From an optimization exercise on the open Yosys and OpenROAD flow, aimed at small area; shortcuts taken in it are not production practice.
The RTL was checked by simulation tests, not by an equivalence proof against the original design.
Power is estimated from default activity; no workload was simulated.

--- flow/design.v ---
`timescale 1ns / 1ps
module Cricket(
    input clk_fpga,
    input reset,
    input btnU,
    input sw,
    output dp,
    output [6:0] seg,
    output [3:0] an,
    output [15:0] led
    );
    reg [11:0] count;
    reg new_press, stable, now_stable;
    wire cnt_low0 = (count[10:0] == 11'd0);
    wire cnt_term = count[11] & cnt_low0;
    always @(posedge clk_fpga) begin
        if (reset) begin
            count <= 0;
            new_press <= 0;
            stable <= 0;
        end else if (btnU == new_press) begin
            if (cnt_term)
                stable <= btnU;
            else
                count <= {count[10:0], count[11] ^ count[7] ^ count[1] ^ count[0] ^ cnt_low0};
        end else begin
            count <= 0;
            new_press <= btnU;
        end
    end
    always @(posedge clk_fpga)
        if (reset) now_stable <= 0;
        else now_stable <= stable;
    wire delivery = stable & ~now_stable;
    reg [5:0] shift;
    reg shift0_d;    
    always @(posedge clk_fpga) begin
        if (reset) shift <= 6'b111111;
        else shift <= {shift[1] ^ shift[4], shift[5:1]};
        shift0_d <= shift[0];
    end
    wire [3:0] q  = shift[3:0];
    wire [3:0] qp = {shift[2:0], shift0_d};    
    reg [8:0] cnt;      
    reg [2:0] ph;       
    reg [4:0] hb;       
    wire cnt_end = (cnt == 9'd33);      
    always @(posedge clk_fpga) begin
        if (reset) begin
            cnt <= 0;
            ph <= 3'd1;
            hb <= 0;
        end else if (cnt_end) begin
            cnt <= 0;
            ph <= ph + 1'b1;
            hb <= (hb == 5'd20) ? 5'd0 : {hb[3:0], ~(hb[4] ^ hb[2])};    
        end else
            cnt <= {cnt[7:0], ~(cnt[8] ^ cnt[4])};
    end
    wire [1:0] digit = ph[2:1];
    reg [4:0] sc;
    wire sc_step = (ph == 3'd5) && (hb == 5'd0) && (cnt == 9'd0);    
    always @(posedge clk_fpga) begin
        if (reset)
            sc <= 0;
        else if (sc_step)
            sc <= (sc == 5'd14) ? 5'd31 : (sc == 5'd31) ? 5'd15 : sc + 1'b1;
    end
    reg [15:0] scroll;
    integer i;
    always @(*) begin
        for (i = 0; i < 16; i = i + 1)
            scroll[i] = sc[4] ? (sc[3:0] != i) : ((sc[3:0] > i) || (sc[3:0] == 4'd15));
    end
    reg [1:0] t1h, t2h;          
    reg [3:0] t1t, t2t;          
    reg [3:0] t1o, t2o;          
    reg [3:0] t1w, t2w;          
    reg [6:0] b1, b2;            
    reg selD;                    
    reg selL;                    
    reg pend;                    
    reg pendb;                   
    reg G;                       
    reg inningOver;
    wire [1:0] ch = selD ? t2h : t1h;
    wire [3:0] ct = selD ? t2t : t1t;
    wire [3:0] co = selD ? t2o : t1o;
    wire [3:0] cw = selD ? t2w : t1w;
    wire [6:0] cb = selL ? b2 : b1;
    wire over1 = (t1w >= 4'd10) || (b1 >= 7'd120);
    wire over2 = (t2w >= 4'd10) || (b2 >= 7'd120);
    wire gameOver = G | (over1 & over2);
    wire winner = ~({t1h, t1t, t1o} > {t2h, t2t, t2o});
    reg [2:0] d;
    always @(*) begin
        case (qp)
            3, 4, 5, 6: d = 3'd1;
            7, 8, 9:    d = 3'd2;
            10:         d = 3'd3;
            11:         d = 3'd4;
            12:         d = 3'd6;
            default:    d = 3'd0;
        endcase
    end
    wire wk = (qp == 4'd15);
    wire [4:0] o_sum = co + d;
    wire o_carry = (o_sum >= 5'd10);
    wire wrap = (ch == 2'd2) && (ct == 4'd5) && (o_sum >= 5'd6);
    wire [3:0] n_o = wrap ? o_sum - 5'd6 : o_carry ? o_sum - 5'd10 : o_sum[3:0];
    wire t_carry = o_carry && (ct == 4'd9);
    wire [3:0] n_t = (wrap || t_carry) ? 4'd0 : ct + o_carry;
    wire [1:0] n_h = wrap ? 2'd0 : ch + t_carry;
    wire [3:0] n_w = cw + wk;
    always @(posedge clk_fpga) begin
        if (reset) begin
            t1h <= 0; t1t <= 0; t1o <= 0; t1w <= 0;
            t2h <= 0; t2t <= 0; t2o <= 0; t2w <= 0;
            b1 <= 0; b2 <= 0;
            selD <= 0; selL <= 0;
            pend <= 0; pendb <= 0;
            G <= 0;
        end else begin
            if (pend && !selD) begin
                t1h <= n_h; t1t <= n_t; t1o <= n_o; t1w <= n_w;
            end
            if (pend && selD) begin
                t2h <= n_h; t2t <= n_t; t2o <= n_o; t2w <= n_w;
            end
            if (pendb && !selL) b1 <= cb + 1'b1;
            if (pendb && selL) b2 <= cb + 1'b1;
            if (!(delivery && cw >= 4'd10)) selD <= sw;
            if (!(delivery && inningOver)) selL <= sw;
            pend <= delivery && !gameOver && (cw < 4'd10);
            pendb <= delivery && !gameOver && !inningOver && (q != 4'd13) && (q != 4'd14);
            G <= gameOver;
        end
    end
    always @(posedge clk_fpga)
        inningOver <= !reset && ((cw >= 4'd10) || (cb >= 7'd120));
    assign led = G ? scroll : {9'd0, cb};
    reg [3:0] nd;
    always @(*) begin
        case (digit)
            2'd0: nd = (cw >= 4'd10) ? cw - 4'd10 : cw;
            2'd1: nd = co;
            2'd2: nd = ct;
            2'd3: nd = {2'b00, ch};
        endcase
    end
    reg [6:0] seg_n;        
    always @(*) begin
        case (nd)
            0: seg_n = 7'b100_0000;
            1: seg_n = 7'b111_1001;
            2: seg_n = 7'b010_0100;
            3: seg_n = 7'b011_0000;
            4: seg_n = 7'b001_1001;
            5: seg_n = 7'b001_0010;
            6: seg_n = 7'b000_0010;
            7: seg_n = 7'b111_1000;
            8: seg_n = 7'b000_0000;
            9: seg_n = 7'b001_0000;
            default: seg_n = 7'b000_1000;
        endcase
    end
    reg [6:0] seg_go;       
    always @(*) begin
        case (digit)
            2'd1: seg_go = winner ? 7'b010_0100 : 7'b111_1001;
            2'd3: seg_go = 7'b000_0111;
            default: seg_go = 7'b100_0000;
        endcase
    end
    reg [6:0] seg_io;       
    always @(*) begin
        case (digit)
            2'd0: seg_io = 7'b111_1101;
            2'd1: seg_io = 7'b100_0000;
            2'd2: seg_io = 7'b100_1111;
            2'd3: seg_io = 7'b101_1111;
        endcase
    end
    wire [6:0] segs = gameOver ? seg_go : inningOver ? seg_io : seg_n;
    assign seg = segs;
    assign an = ~(4'b0001 << digit);
    assign dp = ~(digit == 2'd1);
endmodule
--- flow/flow/run.sh ---
#!/bin/bash
# Own layout flow: the standard ORFS flow (standard.sh), with the synthesis
# mapped for area instead of speed (the 12 ns clock leaves ample slack):
#  - abc maps the combinational logic with an area-oriented script (amap),
#  - Yosys's adder cells (ha/fa) are not pre-placed, so abc maps adders too,
#  - the port buffers are the smallest buffer, sky130_fd_sc_hd__buf_1.
# Registers, their names and cell types are the standard synthesis's.
# Every tool's output goes to the ORFS logs under orfs/logs/ and to flow.log here.
set -euo pipefail
WORK=$(pwd)
SC="$WORK/scripts_own"
rm -rf "$SC"
cp -r "$FLOW_HOME/scripts" "$SC"
cp "$WORK/flow/abc_area_own.script" "$SC/abc_speed.script"
bash "$WORK/standard.sh" \
    "SCRIPTS_DIR=$SC" \
    "ADDER_MAP_FILE=" \
    "BUFFER_PORTS_ARGS=-buffer_cell sky130_fd_sc_hd__buf_1" \
    finish > "$WORK/flow.log" 2>&1
--- flow/flow/abc_area_own.script ---
strash
dch -f
amap
strash
dch -f
amap
topo
--- flow/standard.sh ---
#!/bin/bash
# synth_recipe.tcl (not shown) runs the flow's synth.tcl, then flattens the netlist and writes it again
# the make line also repeats each setting of config.mk as NAME=value (left out here)
make -C /OpenROAD-flow-scripts/flow DESIGN_CONFIG=/design/flow/config.mk WORK_HOME=/design/flow/orfs CLKGATE_MAP_FILE= SYNTH_SCRIPT=/design/flow/synth_recipe.tcl "${@:-finish}"
--- flow/config.mk ---
export PLATFORM = sky130hd
export DESIGN_NAME = Cricket
export DESIGN_NICKNAME = Cricket
export VERILOG_FILES = /design/flow/design.v
export SDC_FILE = /design/flow/constraint.sdc
export NUM_CORES = 4
export LEC_CHECK = 0
export CAP_MARGIN = 20
export CORE_MARGIN = 2
export CORE_UTILIZATION = 40
export CTS_CLUSTER_DIAMETER = 200
export CTS_CLUSTER_SIZE = 50
export SLEW_MARGIN = 20
--- flow/constraint.sdc ---
create_clock -name core_clock -period 12.0 [get_ports {clk_fpga}]
set_input_delay 2.4000 -clock core_clock [delete_from_list [all_inputs] [get_ports {clk_fpga}]]
set_output_delay 2.4000 -clock core_clock [all_outputs]
set_load 0.01 [all_outputs]
==> results.ini, run 1 <==
[run_status]
status=finished clean

[routing]
num_vias=4334
antenna_left=0
drt_wl_total_um=11500
drtIter0Drc=271
wl_per_cell_um=14.5
vias_per_cell=5.45
drt_drc_violations_left=0
drt_first_pass_iters=4

[synthesis]
synth_nets=609
async_flop_share_pct=0
ys_top_cells_by_area=dfxtp_1 (42%), nor2_1 (13%), a22oi_1 (7.5%)
synth-main-ff-cell=dfxtp_1
yosysWarningCount=1
avgSynthCellArea_um2=7.25
syn_area_um2=4390
synth_top_area_share_pct=42.0
ys_types=32
synth-edff-count=0
netlist_instances=605
yosysTopAreaCell=dfxtp_1
ys_seq_elements=92
synth-seq-area-share_pct=42.0

[floorplanning]
fp.dieW_um=109
die_area_um2=11800
die_y_um=109
rows=38
core_um2=10700
initial_core_util_pct=40.8
io_pins=32

[sta]
rsz0062_at_grt=false
post-route-min-period_ns=6.53
fmax_ghz=0.153
fin_crit_sh_pct=54.4
worst_pin_slew_ns=0.837
relSlewSlack_pct=43.7
finalMaxSlewViolations=0
finalHoldViolCount=0
tns_ns=0
setup_ws_ns=5.47
clock_skew_ns=0.0138
setup_viol=0

[clocking]
root_buffer=clkbuf_8
clk_latency_ns=0.38
clkSinkCount=92
clk_path_buf_depth=2
ctsResizeCount=0
cts_hold_buf=0
cts_made_buffers=9
cts_setup_buffers=0
htree_num_levels=3
cts_tree=done
clkTransAtPathRegs_ns=0.10

[critical_path]
path_cells=clkinv_1, o22ai_1, clkinv_1, nor2_1, nand2_1, a31oi_1, clkinv_1, nor2_1, nor2_1, nor2_1, a21oi_1, o22ai_1, a21oi_1, o21ai_0, buf_1
cpMaxStageDelayCell=dfxtp_1
required_ns=9.60
critical_path_class=reg2out
cp_slowest_stage_delay_ns=0.72
arrival_ns=4.13
worstSetupEndpointType=output pin
cpMostUsedCell=nor2_1
startpoint_type=flip-flop
cp_max_fo=18

[finish]
area_growth_pct=11.8
layout_common_cells=nor2_1 (154), dfxtp_1 (92), clkinv_1 (85)
drive_gt1_share_pct=3.21
mostFrequentLayoutCell=nor2_1
final_cells=795
antenna_cells=0
fill_cells=1116
fin_nets=654

[global_routing]
grt_max_degree=65
antenna_found_initial=0
grt_pass1_wl_um=19000
grt_pass1_vias=3985
grt_remaining_overflow=0
grt.total_usage_pct=20.4

[worst_hold_path]
worstHoldPathType=reg2reg

[power_and_ir_drop]
power_density_nw_per_um2=112
p_leak_uw=0.00162
vdd_drop_max_v=0.0000484

[place]
io_buffers=31
dp.cells=779
dp_hpwl_um=8410
post-place-ws_ns=6.01
routabilityCongestion=0.931

[job]
drv_cap=0

## worst paths after layout
check                              start  depth (start not counted)  slack, ns  endpoint
worst max-delay path                selD                         15       5.47    seg[3]
worst min register to register  shift[5]                          1       0.43  shift[4]
worst max register to register      selD                         15       7.79    t2t[0]
worst min-delay path            shift[5]                          1       0.43  shift[4]
## synth_stat cells (3+ instances only)
master / instances
o21ai_0: 27
nand2_1: 32
nor3_1: 14
nand3_1: 10
a211oi_1: 12
clkinv_1: 85
and3_1: 4
o32ai_1: 5
nor2_1: 154
a31oi_1: 7
o21a_1: 4
dfxtp_1: 92
nor2b_1: 9
o211ai_1: 3
a21oi_1: 38
o22ai_1: 30
a22oi_1: 44
nor4_1: 6
or2_0: 10
## per-layer routing
| layer | track usage (%) | up-vias | part of all wire (%) |
|---|---|---|---|
| li1 | - | 2220 | - |
| met1 | 24.6 | 1989 | 45 |
| met2 | 34.5 | 93 | 47 |
| met3 | 4.18 | 32 | 4.0 |
| met4 | 10.2 | 0 | 3.6 |
| met5 | 0 | - | 0 |
## worst max-delay path, delay by kind of cell (launching register included)
family,cells,cell delay (ns)
AO/OA/AOI/OAI,6,1.19
buffers and inverters,4,1.08
AND/OR/NAND/NOR,5,0.77
flip-flops,1,0.72
## sequential cells by signal (all words and copies together) (netlist names), 5 cells and up
| name | cells |
|---|---|
| hb | 5 |
| shift | 6 |
| b2 | 7 |
| count | 12 |
| cnt | 9 |
| sc | 5 |
| b1 | 7 |
## cell type report
class	count	area, µm²	share of cell area (%)
clock buffers	9	124	2.53
clock inverters	7	76.3	1.56
inverters	85	319	6.51
multi-input cells	427	2220	45.2
flip-flops and latches	92	1840	37.6
well taps	140	175	3.57
repair buffers	35	148	3.01
## metrics by stage
stage / utilization, % / total power [µW] / area (µm²) / hold WS [ns]
after global routing: 45.6 / 577 / 4900 / 0.438
after CTS: 45.6 / 556 / 4900 / 0.421
after global placement: 43.7 / 347 / 4700 / 0.400
after detailed placement: 43.7 / 348 / 4700 / 0.400
after floorplan: - / 337 / 4390 / 0.380
final: 45.6 / 551 / 4900 / 0.427
## cell families (layout without fill, tap and decap cells)
family,Yosys count,in the layout,share of synthesized area (%)
buffers and inverters,86,136,7.45
flip-flops,92,92,42.0
AO/OA/AOI/OAI,181,181,26.7
AND/OR/NAND/NOR,246,246,23.9
## report_power, final
group / leakage, µW / total [µW] / internal (µW) / switching (µW)
clock network: 0.000103 / 210 / 82.7 / 127
logic: 0.000778 / 30.6 / 9.35 / 21.2
registers: 0.000744 / 310 / 308 / 2.61
==> run 2: changes to the inputs <==
--- a/flow/config.mk
+++ b/flow/config.mk
@@ -7,7 +7,8 @@
 export LEC_CHECK = 0
 export CAP_MARGIN = 20
 export CORE_MARGIN = 2
-export CORE_UTILIZATION = 40
+export CORE_UTILIZATION = 65
+export CTS_BUF_LIST = sky130_fd_sc_hd__clkbuf_8
 export CTS_CLUSTER_DIAMETER = 200
 export CTS_CLUSTER_SIZE = 50
 export SLEW_MARGIN = 20
==> run 2 against run 1 <==
- cell count down 8.1%
- first-iteration DRC count increased by 25%
- design area down 1.2%
- non-clock buffer count down 1
- critical path depth did not move
- hold slack lost 0.0038 ns
- core utilization up 30 points
- clock power grew 11%
- largest power group unchanged
- highest routed layer unchanged
- still clean
- sequential power is essentially flat
==> results.ini, run 2 <==
[critical_path]
required_ns=9.60
path_buf_inv=4
cpLargestDelayFamily=compound AO/OA/AOI/OAI gates
path_cells=clkinv_1, o22ai_1, clkinv_1, nor2_1, nand2_1, a31oi_1, clkinv_1, nor2_1, nor2_1, nor2_1, a21oi_1, o22ai_1, a21oi_1, o21ai_0, buf_1
critical_path_class=reg2out
cpMaxStageDelayCell=dfxtp_1
startpoint_type=flip-flop
arrival_ns=4.28
worstSetupEndpointType=output pin
cp_slowest_stage_delay_ns=0.75
r2r-start=selD
r2r_cells=16
cp_max_fo=18
cpMostUsedCell=nor2_1
crit_cells=15
critical_path.startpoint=selD

[finish]
layout_common_cells=nor2_1 (154), dfxtp_1 (92), clkinv_1 (85)
regMostFlops=count
largest_reg_flops=12
antenna_cells=0
area_growth_pct=10.4
finalInstanceArea_um2=4840
fin_nets=653
reg.largest.list=count: 12 flops, cnt: 9 flops
drive_gt1_share_pct=3.06
mostFrequentLayoutCell=nor2_1

[place]
place_area_um2=4610
routabilityCongestion=0.923
io_buffers=31
post-place-ws_ns=5.94
dp_hpwl_um=7810

[synthesis]
synth-main-ff-cell=dfxtp_1
ys_top_cells_by_area=dfxtp_1 (42%), nor2_1 (13%), a22oi_1 (7.5%)
async_flop_share_pct=0
netlist_top_cells_count=nor2_1 (154), dfxtp_1 (92), clkinv_1 (85), a22oi_1 (44), a21oi_1 (38)
syn_area_um2=4390
synth-edff-count=0
yosysTopAreaCell=dfxtp_1
synth_top_area_share_pct=42.0
synth_nets=609
synth-seq-area-share_pct=42.0
netlist_instances=605
post-synth-top-count-cell=nor2_1
avgSynthCellArea_um2=7.25
ys_seq_elements=92
ys_types=32
yosysWarningCount=1

[job]
drv_cap=0

[sta]
relSlewSlack_pct=40.7
setup_viol=0
worst_pin_slew_ns=0.882
clock_skew_ns=0.0135
tns_ns=0
rsz0062_at_grt=false
fmax_ghz=0.150
post-route-min-period_ns=6.68
finalMaxSlewViolations=0
setup_ws_ns=5.32
fin_crit_sh_pct=55.7
finalHoldViolCount=0

[power_and_ir_drop]
p_int_uw=438
p_sw_share_pct=23.8
p_clk_share_pct=40.6
comb_power_share_pct=5.4
power_density_nw_per_um2=119
p_leak_uw=0.00163
p_sw_uw=136
vdd_drop_max_v=0.000102
power_frac_seq_pct=54.1

[routing]
drt_drc_violations_left=0
drt_wl_total_um=10800
wl_per_cell_um=14.8
drt_first_pass_iters=5
antenna_left=0
drtIter0Drc=339
vias_per_cell=6.13
num_vias=4482

[worst_hold_path]
min_path_cells=0
hold_start=shift[0]
worstHoldPathType=reg2reg

[clocking]
clkSinkCount=92
root_buffer=clkbuf_8
clk_path_buf_depth=2
cts_made_buffers=9
cts_hold_buf=0
ctsResizeCount=0
cts_tree=done
clk_latency_ns=0.36
htree_num_levels=3
cts_setup_buffers=0
clkTransAtPathRegs_ns=0.09

[floorplanning]
core_um2=6420
fp.dieW_um=86.1
die_area_um2=7420
rows=29
die_y_um=86.1
initial_core_util_pct=68.3
io_pins=32

[global_routing]
grt_pass1_vias=4017
grt.total_usage_pct=29.7
grt_remaining_overflow=0
grt_pass1_wl_um=17700
grt_max_degree=65
antenna_found_initial=0

[run_status]
status=finished clean

-- run 2: layout make-up --
type	count	area [µm²]
multi-input combinational	427	2220
inverter	85	319
clock inverter	7	103
clock buffer	9	124
timing repair buffer	34	140
tap	77	96.3
sequential	92	1840
fill	526	1580
-- run 2: worst register-to-register path, stage by stage (launching register included) --
cell	delay [ns]
dfxtp_1	0.75
clkinv_1	0.57
o22ai_1	0.51
a21oi_1	0.14
nand2_1	0.10
o21ai_0	0.12
o21ai_0	0.30
clkinv_1	0.16
a21oi_1	0.22
nor2_1	0.13
nor2_1	0.18
nand2_1	0.12
nor2_1	0.25
nor2_1	0.08
a211oi_1	0.30
a22oi_1	0.11
nor2_1	0.11
-- run 2: power groups by stage --
stage	combinational [µW]	sequential (µW)	clock (µW)
2_1_floorplan	20.2	317	0
3_3_place_gp	28.8	317	0
3_5_place_dp	30.1	317	0
4_1_cts	30.4	310	237
5_1_grt	34.4	311	247
6_report	30.9	310	233
-- run 2: cells by family (layout without fill, tap and decap cells) --
| logic type | after synthesis | in the layout | synth area share [%] |
|---|---|---|---|
| buffers and inverters | 86 | 135 | 7.45 |
| and+or+nand+nor | 246 | 246 | 23.9 |
| AOI/OAI and AO/OA | 181 | 181 | 26.7 |
| DFF | 92 | 92 | 42.0 |
-- run 2: worst paths after layout --
kind         slack, ns        to
max               5.32    seg[3]
min               0.42  shift0_d
max reg2reg       7.78    t1t[3]
min reg2reg       0.42  shift0_d
-- run 2: through the flow --
| stage | std cells | util [%] | total power (µW) | hold WS, ns |
|---|---|---|---|---|
| 2_1_floorplan | 605 | - | 337 | 0.380 |
| 4_1_cts | 731 | 75.4 | 577 | 0.419 |
| 5_1_grt | 731 | 75.4 | 593 | 0.438 |
| 3_3_place_gp | 715 | 71.8 | 346 | 0.396 |
| 3_5_place_dp | 715 | 71.8 | 347 | 0.406 |
| 6_report | 731 | 75.4 | 574 | 0.423 |
-- run 2: per-layer routing --
| metal | track usage (%) | share of wire [%] | up-vias |
|---|---|---|---|
| li1 | - | - | 2228 |
| met5 | 0 | 0 | - |
| met3 | 5.58 | 5.6 | 24 |
| met1 | 36.7 | 44 | 2059 |
| met2 | 51.6 | 49 | 171 |
| met4 | 10.8 | 2.0 | 0 |
==> run 3: changes to the inputs <==
==> flow/flow/abc_area_own.script (replaced) <==
strash
dch -f
amap
topo
==> flow/config.mk (replaced) <==
export PLATFORM = sky130hd
export DESIGN_NAME = Cricket
export DESIGN_NICKNAME = Cricket
export VERILOG_FILES = /design/flow/design.v
export SDC_FILE = /design/flow/constraint.sdc
export NUM_CORES = 4
export LEC_CHECK = 0
export CAP_MARGIN = 20
export CORE_MARGIN = 2
export CORE_UTILIZATION = 40
export SLEW_MARGIN = 20
==> run 3 against run 2 <==
- largest power group unchanged
- global-route usage is 9.0 points lower
- clock-buffer cell count stayed put
- design area is 2.5% higher
- cell count is 9.3% higher
==> results.ini, run 3 <==
[floorplanning]
fp.dieW_um=109
die_y_um=109
rows=38
io_pins=32
initial_core_util_pct=41.0
die_area_um2=12000
core_um2=10800

[finish]
mostFrequentLayoutCell=nor2_1
regMostFlops=count
final_cells=799
layout_common_cells=nor2_1 (166), dfxtp_1 (92), clkinv_1 (77)
largest_reg_flops=12
drive_gt1_share_pct=3.34
area_growth_pct=11.7
reg.largest.list=count: 12 flops, cnt: 9 flops
fin_nets=658
antenna_cells=0

[worst_hold_path]
worstHoldPathType=reg2reg

[sta]
fin_crit_sh_pct=53.3
tns_ns=0
finalMaxSlewViolations=0
finalHoldViolCount=0
fmax_ghz=0.156
relSlewSlack_pct=53.0
setup_viol=0
worst_pin_slew_ns=0.703
post-route-min-period_ns=6.39
worst_hold_slack_ns=0.400
clock_skew_ns=0.0113
rsz0062_at_grt=false

[clocking]
clk_latency_ns=0.39
htree_num_levels=3
clk_path_buf_depth=2
cts_made_buffers=9
clkSinkCount=92
ctsResizeCount=0
cts_hold_buf=0
cts_setup_buffers=0
cts_tree=done
clkTransAtPathRegs_ns=0.09
root_buffer=clkbuf_8

[critical_path]
critical_path_class=reg2out
arrival_ns=3.99
cpMaxStageDelayCell=dfxtp_1
cp_slowest_stage_delay_ns=0.69
required_ns=9.60
startpoint_type=flip-flop
worstSetupEndpointType=output pin
path_cells=clkinv_1, o22ai_1, clkinv_1, nor2_1, a21oi_1, o21ai_0, clkinv_1, nor2_1, nor2_1, o21ai_0, a21o_1, a21oi_1, o21ai_0, buf_1
cp_max_fo=17

[global_routing]
grt_remaining_overflow=0
grt.total_usage_pct=20.7
antenna_found_initial=0
grt_pass1_vias=4039
grt_pass1_wl_um=19200
grt_max_degree=68

[routing]
drtIter0Drc=299
wl_per_cell_um=14.4
antenna_left=0
drt_wl_total_um=11500
drt_first_pass_iters=5
vias_per_cell=5.52
num_vias=4407
drt_drc_violations_left=0

[run_status]
status=finished clean

[synthesis]
yosysWarningCount=1
ys_top_cells_by_area=dfxtp_1 (41%), nor2_1 (14%), a22oi_1 (8.5%)
avgSynthCellArea_um2=7.30
synth_top_area_share_pct=41.5
post-synth-top-count-cell=nor2_1
netlist_instances=608
netlist_top_cells_count=nor2_1 (166), dfxtp_1 (92), clkinv_1 (77), a22oi_1 (50), a21oi_1 (31)
ys_seq_elements=92
syn_area_um2=4440
synth-main-ff-cell=dfxtp_1
async_flop_share_pct=0
synth_nets=612
synth-edff-count=0
synth-seq-area-share_pct=41.5
yosysTopAreaCell=dfxtp_1
ys_types=35

[place]
dp_hpwl_um=8390
routabilityCongestion=0.942
io_buffers=31
dp.cells=783

[job]
drv_cap=0

[power_and_ir_drop]
power_density_nw_per_um2=114
p_leak_uw=0.00168
vdd_drop_max_v=0.0000524

## run 3: cell types whose count changed in the layout (fill, tap and decap cells not counted), sizes merged, moves of 5 or more
cell and delta:
a21oi -7, nand3 -5, a22oi +6, nor2 +12, clkinv -6
## run 3: logic make-up after synthesis
group	Yosys count	synth area share, %
AO/OA/AOI/OAI	179	27.0
buffers and inverters	78	6.68
flip-flops	92	41.5
AND/OR/NAND/NOR	259	24.9
## run 3: through the flow
stage / worst slack [ns] / instance area (µm²) / utilization (%) / total power (µW)
floorplan: 6.86 / 4440 / - / 347
global placement: 6.36 / 4760 / 43.9 / 361
detailed placement: 6.12 / 4760 / 43.9 / 362
CTS: 5.71 / 4960 / 45.8 / 574
global route: 5.27 / 4960 / 45.8 / 595
finish: 5.61 / 4960 / 45.8 / 568
## run 3: final timing paths
check | startpoint | endpoint | slack [ns] | cells past startpoint
setup / recovery | selD | seg[3] | 5.61 | 14
hold / removal | shift[0] | shift0_d | 0.40 | 0
setup reg to reg | selD | t2t[3] | 7.68 | 16
hold reg to reg | shift[0] | shift0_d | 0.40 | 0
## run 3: cell type report
type,count,area [µm²]
Multi-Input combinational cell,438,2300
Clock buffer,9,124
Tap cell,140,175
Timing Repair Buffer,36,155
Fill cell,1111,5880
Inverter,77,289
Sequential cell,92,1840
Clock inverter,7,73.8
## run 3: report_power, final
| part | leakage [µW] | switching [µW] | internal, µW |
|---|---|---|---|
| clock | 0.000106 | 115 | 98.0 |
| sequential | 0.000744 | 2.60 | 308 |
| combinational | 0.000833 | 30.5 | 13.9 |
## run 3: critical path: cells and delay by family, from the launching register on
family	cells	cell delay [ns]
AND/OR/NAND/NOR	3	0.43
buffers and inverters	4	1.14
flip-flops	1	0.69
AO/OA/AOI/OAI	7	1.35
## run 3: layer usage
| metal | track usage [%] | part of all wire [%] | up-vias |
|---|---|---|---|
| met1 | 29.1 | 48 | 2032 |
| met4 | 8.14 | 1.8 | 0 |
| met3 | 5.81 | 5.4 | 20 |
| li1 | - | - | 2248 |
| met2 | 30.0 | 45 | 107 |
| met5 | 0 | 0 | - |
==> run 4: changes to the inputs <==
==> flow/flow/run.sh (replaced) <==
#!/bin/bash
# Own layout flow: the standard ORFS flow (standard.sh), with the synthesis
# mapped for area instead of speed (the 12 ns clock leaves ample slack):
#  - abc maps the combinational logic with an area-oriented script
#    (abc_area_own.script, used in place of ORFS's abc_speed.script),
#  - Yosys's adder cells (ha/fa) are not pre-placed, so abc maps adders too,
#  - the port buffers are the smallest buffer, sky130_fd_sc_hd__buf_1,
#  - CTS arguments from cts_args.txt, if present.
# Registers, their names and cell types are the standard synthesis's.
# Every tool's output goes to the ORFS logs under orfs/logs/ and to flow.log here.
set -euo pipefail
WORK=$(pwd)
SC="$WORK/scripts_own"
rm -rf "$SC"
cp -r "$FLOW_HOME/scripts" "$SC"
cp "$WORK/flow/abc_area_own.script" "$SC/abc_speed.script"
ARGS=("SCRIPTS_DIR=$SC" "ADDER_MAP_FILE=" "BUFFER_PORTS_ARGS=-buffer_cell sky130_fd_sc_hd__buf_1")
if [[ -f "$WORK/flow/cts_args.txt" ]]; then
    ARGS+=("CTS_ARGS=$(cat "$WORK/flow/cts_args.txt")")
fi
bash "$WORK/standard.sh" "${ARGS[@]}" finish > "$WORK/flow.log" 2>&1
==> flow/flow/abc_area_own.script (replaced) <==
strash
dch -f
amap
strash
dch -f
amap
topo
==> flow/flow/cts_args.txt (new file) <==
-sink_clustering_enable -repair_clock_nets -dont_use_dummy_load -sink_clustering_size 30 -sink_clustering_max_diameter 100 -buf_list sky130_fd_sc_hd__clkbuf_8
--- a/flow/config.mk
+++ b/flow/config.mk
@@ -8,4 +8,6 @@
 export CAP_MARGIN = 20
 export CORE_MARGIN = 2
 export CORE_UTILIZATION = 40
+export CTS_CLUSTER_DIAMETER = 200
+export CTS_CLUSTER_SIZE = 50
 export SLEW_MARGIN = 20
==> run 4 against run 3 <==
- still clean on timing, DRC and antenna
- sequential share of layout area is 1.0 points higher
- first-iteration DRC count is 13% lower
- sequential power hardly changed
- critical path depth is 1 higher
- design area is 2.7% lower
- cell count is 1.4% lower
- core utilization is 0.86 points lower
- synthesized area is 1.2% lower
- clock power is 23% lower
- hold slack better by 0.013 ns
- non-clock buffer count is 1 lower
- critical path type unchanged
==> results.ini, run 4 <==
[clocking]
cts_hold_buf=0
htree_num_levels=3
clk_path_buf_depth=2
cts_tree=done
clkTransAtPathRegs_ns=0.08
ctsResizeCount=0
clk_latency_ns=0.39
cts_made_buffers=9
root_buffer=clkbuf_8
cts_setup_buffers=0
clkSinkCount=92

[sta]
worst_pin_slew_ns=0.852
setup_viol=0
relSlewSlack_pct=42.7
rsz0062_at_grt=false
finalMaxSlewViolations=0
post-route-min-period_ns=6.46
fin_crit_sh_pct=53.8
tns_ns=0
fmax_ghz=0.155
clock_skew_ns=0.0342
finalHoldViolCount=0

[routing]
drtIter0Drc=260
drt_wl_total_um=11500
vias_per_cell=5.46
antenna_left=0
num_vias=4299
drt_drc_violations_left=0
wl_per_cell_um=14.5
drt_first_pass_iters=5

[synthesis]
synth_nets=609
ys_seq_elements=92
yosysTopAreaCell=dfxtp_1
ys_types=32
async_flop_share_pct=0
netlist_top_cells_count=nor2_1 (154), dfxtp_1 (92), clkinv_1 (85), a22oi_1 (44), a21oi_1 (38)
synth_top_area_share_pct=42.0
avgSynthCellArea_um2=7.25
netlist_instances=605
syn_area_um2=4390
yosysWarningCount=1
post-synth-top-count-cell=nor2_1
synth-main-ff-cell=dfxtp_1
synth-edff-count=0
synth-seq-area-share_pct=42.0
ys_top_cells_by_area=dfxtp_1 (42%), nor2_1 (13%), a22oi_1 (7.5%)

[global_routing]
grt_remaining_overflow=0
grt_max_degree=65
grt_pass1_wl_um=18900
antenna_found_initial=0
grt_pass1_vias=3980
grt.total_usage_pct=20.3

[critical_path]
arrival_ns=4.06
cp_max_fo=18
critical_path_class=reg2out
required_ns=9.60
worstSetupEndpointType=output pin
startpoint_type=flip-flop

[power_and_ir_drop]
p_leak_uw=0.00159
power_density_nw_per_um2=104
vdd_drop_max_v=0.0000481

[floorplanning]
initial_core_util_pct=40.8
die_y_um=109
rows=38
die_area_um2=11800
fp.dieW_um=109
io_pins=32
core_um2=10700

[finish]
fin_nets=654
drive_gt1_share_pct=2.16
final_cells=788
layout_common_cells=nor2_1 (154), dfxtp_1 (92), clkinv_1 (85)
regMostFlops=count
mostFrequentLayoutCell=nor2_1
area_growth_pct=10.0
antenna_cells=0
reg.largest.list=count: 12 flops, cnt: 9 flops
largest_reg_flops=12

[place]
dp_hpwl_um=8410
dp.cells=779
routabilityCongestion=0.931
io_buffers=31

[worst_hold_path]
worstHoldPathType=reg2reg

[run_status]
status=finished clean

[job]
drv_cap=0

[run 4: cell count changes after synthesis, moves of 3 or more]
cell / previous run / this run
nor2_1: 166 / 154
clkinv_1: 77 / 85
a21oi_1: 31 / 38
a22oi_1: 50 / 44
nand3_1: 5 / 10
a221oi_1: 6 / 2
a31oi_1: 3 / 7
nor3_1: 18 / 14
o22ai_1: 26 / 30
or3_1: 6 / 2
nand2_1: 29 / 32
nand4_1: 3 / 0
nor2b_1: 12 / 9
[run 4: path summary, 6_finish.rpt]
kind	slack, ns	startpoint	endpoint	cells past startpoint
setup / recovery	5.54	selD	seg[3]	15
hold / removal	0.41	shift[5]	shift[4]	1
setup reg to reg	7.83	selD	t2t[0]	15
hold reg to reg	0.41	shift[5]	shift[4]	1
[run 4: area by class of cell]
type                    instances  area [µm²]
fillers                      1117        5920
multi-input cells             427        2220
flip-flops and latches         92        1840
inverters                      85         319
well taps                     140         175
repair buffers                 35         148
clock buffers                   9         124
[run 4: worst max-delay path, stage by stage (launching register included)]
cell	delay (ns)
dfxtp_1	0.70
clkinv_1	0.54
o22ai_1	0.44
clkinv_1	0.17
nor2_1	0.26
nand2_1	0.10
a31oi_1	0.28
clkinv_1	0.19
nor2_1	0.20
nor2_1	0.06
nor2_1	0.13
a21oi_1	0.07
o22ai_1	0.16
a21oi_1	0.09
o21ai_0	0.16
buf_1	0.17
[run 4: per-layer routing]
| metal | vias up | GRT usage (%) | share of wire, % |
|---|---|---|---|
| met5 | - | 0 | 0 |
| li1 | 2212 | - | - |
| met2 | 95 | 34.7 | 47 |
| met3 | 27 | 4.18 | 4.9 |
| met1 | 1965 | 24.2 | 45 |
| met4 | 0 | 10.2 | 2.9 |
[run 4: cell families after synthesis]
| group | share of synthesized area [%] |
|---|---|
| buf+inv | 7.45 |
| simple gates | 23.9 |
| flops | 42.0 |
| compound gates | 26.7 |
[run 4: power breakdown]
part	switching (µW)	total [µW]	leakage (µW)	internal [µW]
sequential	2.60	310	0.000744	308
combinational	21.3	30.7	0.000778	9.35
clock	95.8	163	0.0000647	67.3
total	120	504	0.00159	384
[run 4: metrics by stage]
stage | utilization (%) | total power (µW) | hold slack (ns) | setup slack (ns) | cell area [µm²]
5_1_grt | 44.9 | 527 | 0.429 | 5.14 | 4820
2_1_floorplan | - | 337 | 0.380 | 6.68 | 4390
4_1_cts | 44.9 | 509 | 0.414 | 5.63 | 4820
6_report | 44.9 | 504 | 0.413 | 5.54 | 4820
3_5_place_dp | 43.7 | 348 | 0.400 | 6.01 | 4700
3_3_place_gp | 43.7 | 347 | 0.400 | 6.23 | 4700
==> run 5: changes to the inputs <==
==> flow/flow/cts_args.txt (replaced) <==
-repair_clock_nets -dont_use_dummy_load
==> run 5 against run 4 <==
- maximum frequency unchanged
- core utilization unchanged
- non-clock buffer count unchanged
- hold slack unchanged
- clock skew unchanged
- cell count unchanged
- synthesized area unchanged
- first-iteration DRC count unchanged
- critical path type unchanged
==> results.ini, run 5 <==
[sta]
finalMaxSlewViolations=0
rsz0062_at_grt=false
finalHoldViolCount=0
tns_ns=0
setup_viol=0
clock_skew_ns=0.0342
fin_crit_sh_pct=53.8
post-route-min-period_ns=6.46
worst_hold_slack_ns=0.413
worst_pin_slew_ns=0.852
relSlewSlack_pct=42.7
fmax_ghz=0.155

[critical_path]
path_buf_inv=4
r2r-start=selD
required_ns=9.60
critical_path.startpoint=selD
critPathCapture=seg[3]
arrival_ns=4.06
path_cells=clkinv_1, o22ai_1, clkinv_1, nor2_1, nand2_1, a31oi_1, clkinv_1, nor2_1, nor2_1, nor2_1, a21oi_1, o22ai_1, a21oi_1, o21ai_0, buf_1
startpoint_type=flip-flop
cpMostUsedCell=nor2_1
r2r_cells=15
r2r-end=t2t[0]
critical_path_class=reg2out
r2r_slack_ns=7.83
cp_slowest_stage_delay_ns=0.70
cp_max_fo=18
crit_cells=15
worstSetupEndpointType=output pin
cpLargestDelayFamily=compound AO/OA/AOI/OAI gates
cpMaxStageDelayCell=dfxtp_1

[clocking]
cts_tree=done
root_buffer=clkbuf_8
clk_path_buf_depth=2
clk_latency_ns=0.39
clkTransAtPathRegs_ns=0.08
cts_made_buffers=9
cts_hold_buf=0
clkSinkCount=92
ctsResizeCount=0
cts_setup_buffers=0
htree_num_levels=3

[global_routing]
grt_pass1_wl_um=18900
grt.total_usage_pct=20.3
grt_pass1_vias=3980
grt_max_degree=65
grt_remaining_overflow=0
antenna_found_initial=0

[finish]
final_util_pct=44.9
layout_common_cells=nor2_1 (154), dfxtp_1 (92), clkinv_1 (85)
area_growth_pct=10.0
regMostFlops=count
fill_cells=1117
multi_input_area_um2=2220
final_cells=788
reg.largest.list=count: 12 flops, cnt: 9 flops
seqCellArea_um2=1840
fin_nets=654
mostFrequentLayoutCell=nor2_1
largest_reg_flops=12
drive_gt1_share_pct=2.16
antenna_cells=0

[floorplanning]
fp.dieW_um=109
io_pins=32
rows=38
core_um2=10700
die_area_um2=11800
die_y_um=109
initial_core_util_pct=40.8

[synthesis]
avgSynthCellArea_um2=7.25
ys_seq_elements=92
async_flop_share_pct=0
synth-main-ff-cell=dfxtp_1
yosysWarningCount=1
yosysTopAreaCell=dfxtp_1
synthXorXnorAreaFrac_pct=0
netlist_top_cells_count=nor2_1 (154), dfxtp_1 (92), clkinv_1 (85), a22oi_1 (44), a21oi_1 (38)
synth-edff-count=0
netlist_instances=605
synth-compound-area-share_pct=26.7
post-synth-top-count-cell=nor2_1
synthAdderAreaFrac_pct=0
muxShareOfSynthArea_pct=0
synth_top_area_share_pct=42.0
synth-seq-area-share_pct=42.0
ys_types=32
synth_nets=609
syn_area_um2=4390
synth_simple_gate_area_share_pct=23.9
synth_top_family_by_area=compound AO/OA/AOI/OAI gates
ys_top_cells_by_area=dfxtp_1 (42%), nor2_1 (13%), a22oi_1 (7.5%)

[routing]
drt_drc_violations_left=0
highest_layer=met4
num_vias=4299
wl_met2_um=5390
drt_wl_total_um=11500
wl_per_cell_um=14.5
vias_per_cell=5.46
drtIter0Drc=260
met3_length_um=567
antenna_left=0
drt_first_pass_iters=5
wl_met1_um=5170

[place]
io_buffers=31
dp.cells=779
dp_hpwl_um=8410
routabilityCongestion=0.931

[power_and_ir_drop]
power_density_nw_per_um2=104
total_power_uw=504
vdd_drop_max_v=0.0000481
p_leak_uw=0.00159

[run_status]
status=finished clean

[worst_hold_path]
worstHoldPathType=reg2reg

[job]
drv_cap=0

[run 5: cell counts in the layout (fill, tap and decap cells not counted)]
No cell type changed its count.
[run 5: worst min-delay path by stage]
stage	startpoint	to	slack (ns)	cells after the start
4_1_cts	shift[5]	shift[4]	0.41	1
6_report	shift[5]	shift[4]	0.41	1
3_5_place_dp	shift[5]	shift[4]	0.40	1
5_1_grt	shift[0]	shift0_d	0.43	0
3_3_place_gp	shift[0]	shift0_d	0.40	0
2_1_floorplan	shift[0]	shift0_d	0.38	0
[run 5: where the power goes]
part           switching [µW]  total [µW]  internal, µW
Combinational            21.3        30.7          9.35
Clock                    95.8         163          67.3
Sequential               2.60         310           308
[run 5: cell type report]
type                       instances  area share, %
tap                              140           3.63
inverter                          85           6.61
sequential                        92           38.2
clock buffer                       9           2.57
timing repair buffer              35           3.06
multi-input combinational        427           46.0
[run 5: cell families after synthesis]
family,count (synthesis)
compound gates,181
simple gates,246
flops,92
buf+inv,86
[run 5: per-layer routing]
metal / vias to the layer above / track usage [%]
met5: - / 0
met4: 0 / 10.2
met3: 27 / 4.18
met2: 95 / 34.7
met1: 1965 / 24.2
li1: 2212 / -
[run 5: worst register-to-register path: stages (launching register included)]
cell and delay (ns):
dfxtp_1 0.70, clkinv_1 0.54, o22ai_1 0.51, nor2_1 0.09
a21oi_1 0.16, nand2_1 0.08, o21ai_0 0.14, o21ai_0 0.19
clkinv_1 0.10, nor2_1 0.07, o2111ai_1 0.30, clkinv_1 0.23
or2_0 0.32, a211oi_1 0.44, a22oi_1 0.12, nor2_1 0.10
[run 5: through the flow]
stage                     area (µm²)  setup slack (ns)
final                           4820              5.54
after global routing            4820              5.14
after CTS                       4820              5.63
after detailed placement        4700              6.01
after global placement          4700              6.23
after floorplan                 4390              6.68
==> run 6: changes to the inputs <==
==> flow/flow/cts_args.txt (replaced) <==
-sink_clustering_enable -repair_clock_nets -dont_use_dummy_load -sink_clustering_size 50 -sink_clustering_max_diameter 200
==> run 6 against run 5 <==
- clock power is essentially flat
- wire length stayed put
- worst setup slack did not move
- register-to-register slack about the same
- clock skew unchanged
- non-clock buffer count did not move
- still clean
- maximum frequency unchanged
- sequential power barely moved
- synthesized area is the same
- critical path type unchanged
- combinational power is essentially flat
==> results.ini, run 6 <==
[run_status]
status=finished clean

[sta]
fmax_ghz=0.155
worst_hold_slack_ns=0.413
relSlewSlack_pct=42.7
setup_ws_ns=5.54
tns_ns=0
rsz0062_at_grt=false
worst_pin_slew_ns=0.852
post-route-min-period_ns=6.46
fin_crit_sh_pct=53.8
setup_viol=0
finalHoldViolCount=0
clock_skew_ns=0.0342
finalMaxSlewViolations=0

[global_routing]
grt-busiest-layer=met2
use_met3_pct=4.18
antenna_found_initial=0
grt_remaining_overflow=0
met2_usage_pct=34.7
grt.total_usage_pct=20.3
grt_use_met1_pct=24.2
grt_pass1_vias=3980
grt_max_degree=65
grt_pass1_wl_um=18900

[synthesis]
synth-main-ff-cell=dfxtp_1
ys_seq_elements=92
synth_top_area_share_pct=42.0
synth-seq-area-share_pct=42.0
async_flop_share_pct=0
post-synth-top-count-cell=nor2_1
synth_nets=609
syn_area_um2=4390
netlist_instances=605
synth-edff-count=0
yosysWarningCount=1
netlist_top_cells_count=nor2_1 (154), dfxtp_1 (92), clkinv_1 (85), a22oi_1 (44), a21oi_1 (38)
avgSynthCellArea_um2=7.25
ys_types=32
yosysTopAreaCell=dfxtp_1
ys_top_cells_by_area=dfxtp_1 (42%), nor2_1 (13%), a22oi_1 (7.5%)

[finish]
mostFrequentLayoutCell=nor2_1
drive_gt1_share_pct=2.16
finalInstanceArea_um2=4820
largest_reg_flops=12
fin_nets=654
antenna_cells=0
regMostFlops=count
final_util_pct=44.9
area_growth_pct=10.0
reg.largest.list=count: 12 flops, cnt: 9 flops
layout_common_cells=nor2_1 (154), dfxtp_1 (92), clkinv_1 (85)

[critical_path]
r2r_cells=15
r2r-start=selD
cp_slowest_stage_delay_ns=0.70
cp_max_fo=18
arrival_ns=4.06
path_cells=clkinv_1, o22ai_1, clkinv_1, nor2_1, nand2_1, a31oi_1, clkinv_1, nor2_1, nor2_1, nor2_1, a21oi_1, o22ai_1, a21oi_1, o21ai_0, buf_1
cpMostUsedCell=nor2_1
critical_path.startpoint=selD
critical_path_class=reg2out
cpMaxStageDelayCell=dfxtp_1
startpoint_type=flip-flop
worstSetupEndpointType=output pin
required_ns=9.60

[clocking]
root_buffer=clkbuf_8
cts_hold_buf=0
htree_num_levels=3
cts_setup_buffers=0
cts_tree=done
ctsResizeCount=0
clkSinkCount=92
clk_path_buf_depth=2
clkTransAtPathRegs_ns=0.08
clk_latency_ns=0.39
cts_made_buffers=9

[routing]
antenna_left=0
num_vias=4299
drt_wl_total_um=11500
wl_per_cell_um=14.5
drt_first_pass_iters=5
drt_drc_violations_left=0
drtIter0Drc=260
vias_per_cell=5.46

[place]
post-place-ws_ns=6.01
io_buffers=31
place_area_um2=4700
dp_hpwl_um=8410
routabilityCongestion=0.931

[power_and_ir_drop]
p_leak_uw=0.00159
power_density_nw_per_um2=104
vdd_drop_max_v=0.0000481

[worst_hold_path]
min_path_cells=1
hold_start=shift[5]
worstHoldPathType=reg2reg

[floorplanning]
core_um2=10700
io_pins=32
fp.dieW_um=109
die_area_um2=11800
initial_core_util_pct=40.8
rows=38
die_y_um=109

[job]
drv_cap=0

==> run 6: logic make-up after synthesis <==
| family | after synthesis | synth area share, % |
|---|---|---|
| AOI/OAI and AO/OA | 181 | 26.7 |
| and+or+nand+nor | 246 | 23.9 |
| buffers and inverters | 86 | 7.45 |
| DFF | 92 | 42.0 |
==> run 6: layer usage <==
layer  vias up  routed length, µm
li1       2212                  -
met1      1965               5170
met3        27                567
met5         -                  0
met2        95               5390
met4         0                336
==> run 6: critical path, delay by kind of cell (launching register included) <==
kind / cells / cell delay, ns
buf+inv: 4 / 1.07
simple gates: 5 / 0.75
flops: 1 / 0.70
compound gates: 6 / 1.20
==> run 6: through the flow <==
step | std cells | power (µW)
after floorplan | 605 | 337
final | 788 | 504
after global placement | 779 | 347
after detailed placement | 779 | 348
after CTS | 788 | 509
after global routing | 788 | 527
==> run 6: layout make-up <==
cell class / instances / area [µm²]
Clock buffer: 9 / 124
Fill cell: 1117 / 5920
Inverter: 85 / 319
Multi-Input combinational cell: 427 / 2220
Sequential cell: 92 / 1840
Tap cell: 140 / 175
Timing Repair Buffer: 35 / 148
==> run 6: final timing paths <==
path	slack, ns	end
worst max-delay path	5.54	seg[3]
worst min-delay path	0.41	shift[4]
worst max register to register	7.83	t2t[0]
worst min register to register	0.41	shift[4]
==> run 6: where the power goes <==
group | internal (µW) | switching, µW
sequential | 308 | 2.60
clock | 67.3 | 95.8
combinational | 9.35 | 21.3
total | 384 | 120
==> run 7: changes to the inputs <==
--- a/flow/design.v
+++ b/flow/design.v
@@ -12,35 +12,30 @@
     reg [11:0] count;
     reg new_press, stable, now_stable;
     wire cnt_low0 = (count[10:0] == 11'd0);
-    wire cnt_term = count[11] & cnt_low0;
+    wire cnt_term = ~count[11] & cnt_low0;
+    wire cnt_fb = (count[11] & ~cnt_low0) ^ count[7] ^ count[1] ^ count[0];
+    wire cnt_clr = reset | (btnU != new_press);
     always @(posedge clk_fpga) begin
+        count <= cnt_clr ? 12'h001 : {count[10:0], cnt_fb};
         if (reset) begin
-            count <= 0;
             new_press <= 0;
             stable <= 0;
         end else if (btnU == new_press) begin
             if (cnt_term)
                 stable <= btnU;
-            else
-                count <= {count[10:0], count[11] ^ count[7] ^ count[1] ^ count[0] ^ cnt_low0};
-        end else begin
-            count <= 0;
+        end else
             new_press <= btnU;
-        end
     end
     always @(posedge clk_fpga)
-        if (reset) now_stable <= 0;
-        else now_stable <= stable;
+        now_stable <= stable;
     wire delivery = stable & ~now_stable;
-    reg [5:0] shift;
-    reg shift0_d;    
+    reg [5:1] shift;
     always @(posedge clk_fpga) begin
-        if (reset) shift <= 6'b111111;
-        else shift <= {shift[1] ^ shift[4], shift[5:1]};
-        shift0_d <= shift[0];
+        if (reset) shift <= 5'b11111;
+        else shift <= {shift[1] ^ shift[4], shift[5:2]};
     end
-    wire [3:0] q  = shift[3:0];
-    wire [3:0] qp = {shift[2:0], shift0_d};    
+    wire [3:0] q  = {shift[3:1], shift[5] ^ shift[3]};
+    wire [3:0] qp = {shift[2:1], shift[5] ^ shift[3], shift[4] ^ shift[2]};    
     reg [8:0] cnt;      
     reg [2:0] ph;       
     reg [4:0] hb;       
==> flow/flow/cts_args.txt (replaced) <==
-sink_clustering_enable -repair_clock_nets -dont_use_dummy_load -sink_buffer_max_cap_derate 1 -buf_list sky130_fd_sc_hd__clkbuf_8
==> run 7 against run 6 <==
- still clean on timing, DRC and antenna
- maximum frequency down 4.2%
- combinational power rose by about 20%
- flip-flop and latch count fell by 2
- synthesized area fell by 0.26%
- sequential power down 2%
- global-route usage fell by 0.36 points
- clock skew down 0.0064 ns
- power decreased by 0.45%
- worst setup slack worse by 0.29 ns
- register-to-register slack improved by 0.04 ns
- critical path depth rose by 1
- critical path type unchanged
- critical endpoint unchanged
- largest power group unchanged
==> results.ini, run 7 <==
[finish]
fill_cells=1126
drive_gt1_share_pct=2.18
area_growth_pct=10.0
fin_nets=649
layout_common_cells=nor2_1 (134), dfxtp_1 (90), clkinv_1 (85)
final_util_pct=44.8
largest_reg_flops=12
antenna_cells=0
reg.largest.list=count: 12 flops, cnt: 9 flops
regMostFlops=count
mostFrequentLayoutCell=nor2_1

[routing]
drt_first_pass_iters=8
vias_per_cell=5.63
drt_drc_violations_left=0
drt_wl_total_um=11300
wl_per_cell_um=14.4
num_vias=4410
drtIter0Drc=370
antenna_left=0

[job]
drv_cap=0

[place]
io_buffers=31
dp_hpwl_um=8230
routabilityCongestion=0.947

[clocking]
clkSinkCount=90
clkTransAtPathRegs_ns=0.08
cts_setup_buffers=0
cts_hold_buf=0
ctsResizeCount=0
root_buffer=clkbuf_8
cts_made_buffers=9
cts_tree=done
clk_path_buf_depth=2
htree_num_levels=3
clk_latency_ns=0.37

[synthesis]
ys_top_cells_by_area=dfxtp_1 (41%), nor2_1 (11%), a22oi_1 (7.6%)
synth_nets=604
yosysTopAreaCell=dfxtp_1
async_flop_share_pct=0
netlist_top_cells_count=nor2_1 (134), dfxtp_1 (90), clkinv_1 (85), a22oi_1 (44), a21oi_1 (39)
synth-main-ff-cell=dfxtp_1
synth-seq-area-share_pct=41.2
syn_area_um2=4370
ys_types=39
synth_top_area_share_pct=41.2
yosysWarningCount=1
synth-edff-count=0
post-synth-top-count-cell=nor2_1
ys_seq_elements=90
avgSynthCellArea_um2=7.29
netlist_instances=600

[global_routing]
grt_remaining_overflow=0
grt.total_usage_pct=20.0
antenna_found_initial=0
grt_pass1_vias=4079
grt_pass1_wl_um=18900
grt_max_degree=62

[sta]
finalMaxSlewViolations=0
relSlewSlack_pct=55.5
fmax_ghz=0.148
tns_ns=0
rsz0062_at_grt=false
post-route-min-period_ns=6.74
clock_skew_ns=0.0278
fin_crit_sh_pct=56.2
worst_pin_slew_ns=0.665
setup_viol=0
finalHoldViolCount=0

[floorplanning]
core_um2=10700
initial_core_util_pct=40.7
fp.dieW_um=109
io_pins=32
rows=38
die_y_um=109
die_area_um2=11800

[power_and_ir_drop]
comb_power_share_pct=7.3
p_clk_share_pct=31.8
p_leak_uw=0.00157
p_sw_share_pct=24.3
total_power_uw=502
p_int_uw=380
p_sw_uw=122
power_frac_seq_pct=60.9
power_density_nw_per_um2=104
vdd_drop_max_v=0.0000423

[run_status]
status=finished clean

[critical_path]
required_ns=9.60
arrival_ns=4.34
startpoint_type=flip-flop
cp_max_fo=16
critical_path_class=reg2out
worstSetupEndpointType=output pin

[worst_hold_path]
worstHoldPathType=reg2reg

[run 7: worst paths after layout]
| path | startpoint | end | slack (ns) | depth (start not counted) |
|---|---|---|---|---|
| min | stable | now_stable | 0.38 | 0 |
| max reg2reg | selD | t1t[0] | 7.87 | 13 |
| min reg2reg | stable | now_stable | 0.38 | 0 |
| max | selD | seg[3] | 5.26 | 16 |
[run 7: logic make-up (layout without fill, tap and decap cells)]
kind of cell,count (synthesis),in the layout,synth area share [%]
compound gates,188,188,27.9
buf+inv,86,129,7.47
flops,90,90,41.2
simple gates,236,236,23.5
[run 7: stage by stage]
step	instance area [µm²]	worst slack, ns	hold slack, ns	instances
after floorplan	4370	6.56	0.351	600
after CTS	4810	5.35	0.389	783
final	4810	5.26	0.383	783
after global placement	4690	5.97	0.372	774
after global routing	4810	4.88	0.391	783
after detailed placement	4690	5.76	0.379	774
[run 7: worst max-delay path: stages (launching register included)]
cell	delay, ns
dfxtp_1	0.67
clkinv_1	0.53
o22ai_1	0.50
nor2_1	0.12
nor2_1	0.20
clkinv_1	0.11
nor2_1	0.13
nor2_1	0.06
a222oi_1	0.57
clkinv_1	0.18
nor2b_1	0.21
nor2_1	0.07
a31oi_1	0.17
nor2_1	0.06
nor2_1	0.08
o21ai_0	0.15
buf_1	0.17
[run 7: area by class of cell]
cell class	count	area [µm²]	share of cell area (%)
sequential	90	1800	37.4
clock buffer	9	124	2.57
tap	140	175	3.64
timing repair buffer	35	148	3.07
multi-input combinational	424	2250	46.7
inverter	85	319	6.63
[run 7: power groups by stage]
| stage | clock [µW] | combinational [µW] | sequential, µW |
|---|---|---|---|
| after floorplan | 0 | 24.6 | 311 |
| after CTS | 168 | 36.3 | 305 |
| after detailed placement | 0 | 36.0 | 312 |
| final | 160 | 36.7 | 305 |
| after global routing | 182 | 41.3 | 306 |
| after global placement | 0 | 34.9 | 312 |
[run 7: routing by layer]
metal	track usage, %	vias up	wire length [µm]
li1	-	2219	-
met1	26.3	2077	5360
met2	32.6	96	5180
met3	3.38	18	502
met4	7.60	0	206
met5	0	-	0
==> run 8: changes to the inputs <==
==> flow/flow/cts_args.txt (replaced) <==
-sink_clustering_enable -repair_clock_nets -dont_use_dummy_load -sink_clustering_size 100 -sink_clustering_max_diameter 500 -sink_buffer_max_cap_derate 1 -buf_list sky130_fd_sc_hd__clkbuf_16 -root_buf sky130_fd_sc_hd__clkbuf_16
==> run 8 against run 7 <==
- synthesized area did not move
- synthesized cell count did not move
- flip-flop and latch count did not move
- first-iteration DRC count rose by 15%
- die area did not move
- largest cell class unchanged
==> results.ini, run 8 <==
[run_status]
status=finished clean

[synthesis]
synth_top_area_share_pct=41.2
ys_seq_elements=90
synth-edff-count=0
synth-main-ff-cell=dfxtp_1
async_flop_share_pct=0
synth-seq-area-share_pct=41.2
post-synth-top-count-cell=nor2_1
syn_area_um2=4370
yosysWarningCount=1
yosysTopAreaCell=dfxtp_1
netlist_instances=600
avgSynthCellArea_um2=7.29
ys_top_cells_by_area=dfxtp_1 (41%), nor2_1 (11%), a22oi_1 (7.6%)
netlist_top_cells_count=nor2_1 (134), dfxtp_1 (90), clkinv_1 (85), a22oi_1 (44), a21oi_1 (39)
synth_nets=604
ys_types=39

[power_and_ir_drop]
p_leak_uw=0.00162
power_frac_seq_pct=53.2
vdd_drop_max_v=0.0000558
p_sw_uw=130
comb_power_share_pct=6.4
p_int_uw=445
p_sw_share_pct=22.7
power_density_nw_per_um2=117
p_clk_share_pct=40.5

[finish]
antenna_cells=0
largest_reg_flops=12
area_growth_pct=12.4
drive_gt1_share_pct=2.18
regMostFlops=count
mostFrequentLayoutCell=nor2_1
fill_cells=1120
reg.largest.list=count: 12 flops, cnt: 9 flops
fin_nets=649
layout_common_cells=nor2_1 (134), dfxtp_1 (90), clkinv_1 (85)

[critical_path]
r2r_slack_ns=7.89
path_cells=clkinv_1, o22ai_1, nor2_1, nor2_1, clkinv_1, nor2_1, nor2_1, a222oi_1, clkinv_1, nor2b_1, nor2_1, a31oi_1, nor2_1, nor2_1, o21ai_0, buf_1
critPathCapture=seg[3]
critical_path_class=reg2out
r2r-start=selD
r2r_cells=13
cp_max_fo=16
cpMaxStageDelayCell=dfxtp_1
critical_path.startpoint=selD
startpoint_type=flip-flop
required_ns=9.60
cpMostUsedCell=nor2_1
r2r-end=t1t[0]
worstSetupEndpointType=output pin
cp_slowest_stage_delay_ns=0.66
arrival_ns=4.30

[sta]
tns_ns=0
relSlewSlack_pct=55.6
finalMaxSlewViolations=0
fmax_ghz=0.149
post-route-min-period_ns=6.70
setup_viol=0
fin_crit_sh_pct=55.9
worst_pin_slew_ns=0.663
finalHoldViolCount=0
worst_hold_slack_ns=0.379
rsz0062_at_grt=false
clock_skew_ns=0.0202

[floorplanning]
die_area_um2=11800
initial_core_util_pct=40.7
core_um2=10700
rows=38
die_y_um=109
io_pins=32
fp.dieW_um=109

[place]
dp_hpwl_um=8230
routabilityCongestion=0.947
io_buffers=31

[global_routing]
grt_use_met1_pct=26.6
grt_remaining_overflow=0
grt.total_usage_pct=20.1
grt_max_degree=62
antenna_found_initial=0
grt-busiest-layer=met2
met2_usage_pct=32.7
grt_pass1_vias=4077
use_met3_pct=3.86
grt_pass1_wl_um=19000

[routing]
drtIter0Drc=425
drt_first_pass_iters=6
antenna_left=0
drt_wl_total_um=11300
vias_per_cell=5.65
num_vias=4427
drt_drc_violations_left=0
wl_per_cell_um=14.5

[worst_hold_path]
worstHoldPathType=reg2reg

[clocking]
cts_hold_buf=0
root_buffer=clkbuf_16
clk_path_buf_depth=2
cts_made_buffers=9
cts_setup_buffers=0
ctsResizeCount=0
clkTransAtPathRegs_ns=0.06
clk_latency_ns=0.35
cts_tree=done
clkSinkCount=90
htree_num_levels=3

[job]
drv_cap=0

## run 8: worst min-delay path by stage
| stage | endpoint | start | cells after the start | slack (ns) |
|---|---|---|---|---|
| 6_report | now_stable | stable | 0 | 0.38 |
| 3_3_place_gp | now_stable | stable | 0 | 0.37 |
| 2_1_floorplan | now_stable | stable | 0 | 0.35 |
| 3_5_place_dp | now_stable | stable | 0 | 0.38 |
| 5_1_grt | now_stable | stable | 0 | 0.39 |
| 4_1_cts | now_stable | stable | 0 | 0.39 |
## run 8: layer usage
layer / routed length [µm] / up-vias
met4: 222 / 0
li1: - / 2217
met5: 0 / -
met1: 5200 / 2063
met2: 5270 / 125
met3: 630 / 22
## run 8: power by group through the flow
| stage | registers (µW) | clock network (µW) | logic, µW |
|---|---|---|---|
| 6_report | 306 | 233 | 36.8 |
| 2_1_floorplan | 311 | 0 | 24.6 |
| 3_3_place_gp | 312 | 0 | 34.9 |
| 3_5_place_dp | 312 | 0 | 36.0 |
| 5_1_grt | 306 | 255 | 41.4 |
| 4_1_cts | 306 | 241 | 36.4 |
## run 8: worst max-delay path: cells and delay by family, from the launching register on
family	cells	cell delay (ns)
simple gates	8	0.92
buf+inv	4	0.99
compound gates	4	1.38
flops	1	0.66
## run 8: cell families (layout without fill, tap and decap cells)
group,after synthesis,after routing,share of synthesized area (%)
compound gates,188,188,27.9
buf+inv,86,129,7.47
flops,90,90,41.2
simple gates,236,236,23.5
## run 8: layout make-up
cell class	instances	area (µm²)	share of cell area, %
sequential	90	1800	36.7
inverter	85	319	6.49
multi-input combinational	424	2250	45.7
tap	140	175	3.56
timing repair buffer	35	148	3.00
clock buffer	9	225	4.58
## run 8: per-stage QoR
| step | instance area [µm²] | utilization, % | worst slack [ns] | power (µW) | instances |
|---|---|---|---|---|---|
| after floorplan | 4370 | - | 6.56 | 336 | 600 |
| final | 4910 | 45.7 | 5.30 | 576 | 783 |
| after global placement | 4690 | 43.6 | 5.97 | 347 | 774 |
| after detailed placement | 4690 | 43.6 | 5.76 | 348 | 774 |
| after global routing | 4910 | 45.7 | 4.91 | 603 | 783 |
| after CTS | 4910 | 45.7 | 5.39 | 583 | 783 |
==> run 9: changes to the inputs <==
==> flow/flow/cts_args.txt (replaced) <==
-repair_clock_nets -dont_use_dummy_load -buf_list sky130_fd_sc_hd__clkbuf_4 -root_buf sky130_fd_sc_hd__clkbuf_8 -sink_clustering_enable -sink_clustering_size 12 -sink_clustering_max_diameter 60
==> run 9 against run 8 <==
- highest routed layer unchanged
- still clean on timing, DRC and antenna
- largest cell class unchanged
- global-route usage fell by 0.14 points
- hold slack improved by 0.0038 ns
- worst setup slack got worse by 0.040 ns
- critical path type unchanged
- clock-buffer cell count did not move
- wire length fell by 0.64%
- via count fell by 0.38%
- first-iteration DRC count fell by 13%
- sequential share of layout area rose by 0.77 points
- cell count did not move
- flip-flop and latch count did not move
- sequential power barely moved
- clock power fell by 31%
==> results.ini, run 9 <==
[synthesis]
synth_top_area_share_pct=41.2
netlist_top_cells_count=nor2_1 (134), dfxtp_1 (90), clkinv_1 (85), a22oi_1 (44), a21oi_1 (39)
synth_top_family_by_area=compound AO/OA/AOI/OAI gates
async_flop_share_pct=0
ys_seq_elements=90
post-synth-top-count-cell=nor2_1
avgSynthCellArea_um2=7.29
muxShareOfSynthArea_pct=0
synth-seq-area-share_pct=41.2
yosysWarningCount=1
syn_area_um2=4370
synth_nets=604
ys_top_cells_by_area=dfxtp_1 (41%), nor2_1 (11%), a22oi_1 (7.6%)
synth-compound-area-share_pct=27.9
synth-main-ff-cell=dfxtp_1
synth_simple_gate_area_share_pct=23.5
synth-edff-count=0
synthAdderAreaFrac_pct=0
synthXorXnorAreaFrac_pct=0
netlist_instances=600
yosysTopAreaCell=dfxtp_1
ys_types=39

[finish]
reg.largest.list=count: 12 flops, cnt: 9 flops
fin_nets=649
antenna_cells=0
layout_common_cells=nor2_1 (134), dfxtp_1 (90), clkinv_1 (85)
area_growth_pct=10.0
drive_gt1_share_pct=2.18
regMostFlops=count
mostFrequentLayoutCell=nor2_1
largest_reg_flops=12
final_util_pct=44.8

[clocking]
ctsResizeCount=0
cts_hold_buf=0
cts_setup_buffers=0
root_buffer=clkbuf_8
cts_made_buffers=9
clk_latency_ns=0.37
clk_path_buf_depth=2
cts_tree=done
clkSinkCount=90
htree_num_levels=3
clkTransAtPathRegs_ns=0.08

[floorplanning]
die_area_um2=11800
fp.dieW_um=109
rows=38
initial_core_util_pct=40.7
core_um2=10700
die_y_um=109
io_pins=32

[place]
dp_hpwl_um=8230
io_buffers=31
routabilityCongestion=0.947

[global_routing]
grt_pass1_vias=4079
grt_pass1_wl_um=18900
grt.total_usage_pct=20.0
grt_max_degree=62
antenna_found_initial=0
grt_remaining_overflow=0

[critical_path]
critical_path.startpoint=selD
r2r-start=selD
critical_path_class=reg2out
required_ns=9.60
startpoint_type=flip-flop
worstSetupEndpointType=output pin
cp_max_fo=16
arrival_ns=4.34

[worst_hold_path]
hold_start=stable
worstHoldPathType=reg2reg

[routing]
drt_wl_total_um=11300
drtIter0Drc=370
drt_first_pass_iters=8
vias_per_cell=5.63
num_vias=4410
drt_drc_violations_left=0
wl_per_cell_um=14.4
antenna_left=0

[sta]
fmax_ghz=0.148
worst_pin_slew_ns=0.665
tns_ns=0
fin_crit_sh_pct=56.2
rsz0062_at_grt=false
clock_skew_ns=0.0278
setup_viol=0
post-route-min-period_ns=6.74
relSlewSlack_pct=55.5
finalHoldViolCount=0
finalMaxSlewViolations=0

[power_and_ir_drop]
power_density_nw_per_um2=104
p_leak_uw=0.00157
vdd_drop_max_v=0.0000423

[job]
drv_cap=0

[run_status]
status=finished clean

-- run 9: cell counts after synthesis --
No cell type changed its count.
-- run 9: cell type report --
type                            count  area, µm²
Fill cell                        1126       5930
Multi-Input combinational cell    424       2250
Sequential cell                    90       1800
Inverter                           85        319
Tap cell                          140        175
Timing Repair Buffer               35        148
Clock buffer                        9        124
-- run 9: per-layer routing --
| layer | up-vias | share of wire [%] | GRT usage (%) | routed length, µm |
|---|---|---|---|---|
| met1 | 2077 | 48 | 26.3 | 5360 |
| met4 | 0 | 1.8 | 7.60 | 206 |
| met2 | 96 | 46 | 32.6 | 5180 |
| met5 | - | 0 | 0 | 0 |
| li1 | 2219 | - | - | - |
| met3 | 18 | 4.5 | 3.38 | 502 |
-- run 9: where the power goes --
part	internal [µW]	total [µW]	leakage, µW	switching, µW
clock network	67.2	160	0.0000647	92.5
registers	302	305	0.000728	3.28
logic	10.7	36.7	0.000781	25.9
-- run 9: final timing paths --
| path | depth (start not counted) | slack (ns) | to |
|---|---|---|---|
| worst max-delay path | 16 | 5.26 | seg[3] |
| worst min-delay path | 0 | 0.38 | now_stable |
| worst max register to register | 13 | 7.87 | t1t[0] |
| worst min register to register | 0 | 0.38 | now_stable |
-- run 9: cells by family (layout without fill, tap and decap cells) --
group | count (synthesis) | in the layout
buffers and inverters | 86 | 129
AOI/OAI and AO/OA | 188 | 188
and+or+nand+nor | 236 | 236
DFF | 90 | 90
-- run 9: per-stage QoR --
step	total power [µW]	hold WS, ns	cell area (µm²)	worst slack (ns)	cells
6_report	502	0.383	4810	5.26	783
5_1_grt	529	0.391	4810	4.88	783
4_1_cts	510	0.389	4810	5.35	783
3_5_place_dp	348	0.379	4690	5.76	774
3_3_place_gp	347	0.372	4690	5.97	774
2_1_floorplan	336	0.351	4370	6.56	600
-- run 9: worst max-delay path, cell delays in order (launching register included) --
cell      delay [ns]
dfxtp_1         0.67
clkinv_1        0.53
o22ai_1         0.50
nor2_1          0.12
nor2_1          0.20
clkinv_1        0.11
nor2_1          0.13
nor2_1          0.06
a222oi_1        0.57
clkinv_1        0.18
nor2b_1         0.21
nor2_1          0.07
a31oi_1         0.17
nor2_1          0.06
nor2_1          0.08
o21ai_0         0.15
buf_1           0.17

[port drivers added, routing unchanged]
No port has a modelled driver above. Below, the same layouts with a new extraction and two added sets of constraints.
Step 1, drivers: a clkbuf_16 drives clk_fpga and a buf_2 each remaining input, both assumed.
Step 2 also shifts input and output timing later by t, the mid clock arrival at the registers, as if the neighbouring blocks saw the same clock.
Three values: no drivers, after step 1, after step 2; two values: the first two.
| run | shift t [ns] | setup slack, ns | hold slack, ns | cell pins on the clock port's net |
|---|---|---|---|---|
| run 1 | 0.412 | 5.474 / 5.442 / 5.854 | 0.427 / 0.427 / 0.427 | 1 |
| run 2 | 0.384 | 5.317 / 5.282 / 5.666 | 0.423 / 0.423 / 0.423 | 1 |
| run 3 | 0.412 | 5.608 / 5.576 / 5.988 | 0.400 / 0.400 / 0.400 | 1 |
| run 4 | 0.398 | 5.544 / 5.512 / 5.910 | 0.413 / 0.413 / 0.413 | 1 |
| run 5 | 0.398 | 5.544 / 5.512 / 5.910 | 0.413 / 0.413 / 0.413 | 1 |
| run 6 | 0.398 | 5.544 / 5.512 / 5.910 | 0.413 / 0.413 / 0.413 | 1 |
| run 7 | 0.387 | 5.258 / 5.226 / 5.613 | 0.383 / 0.383 / 0.383 | 1 |
| run 8 | 0.373 | 5.298 / 5.260 / 5.633 | 0.379 / 0.379 / 0.379 | 1 |
| run 9 | 0.387 | 5.258 / 5.226 / 5.613 | 0.383 / 0.383 / 0.383 | 1 |
After both steps setup and hold are still met in every run listed.
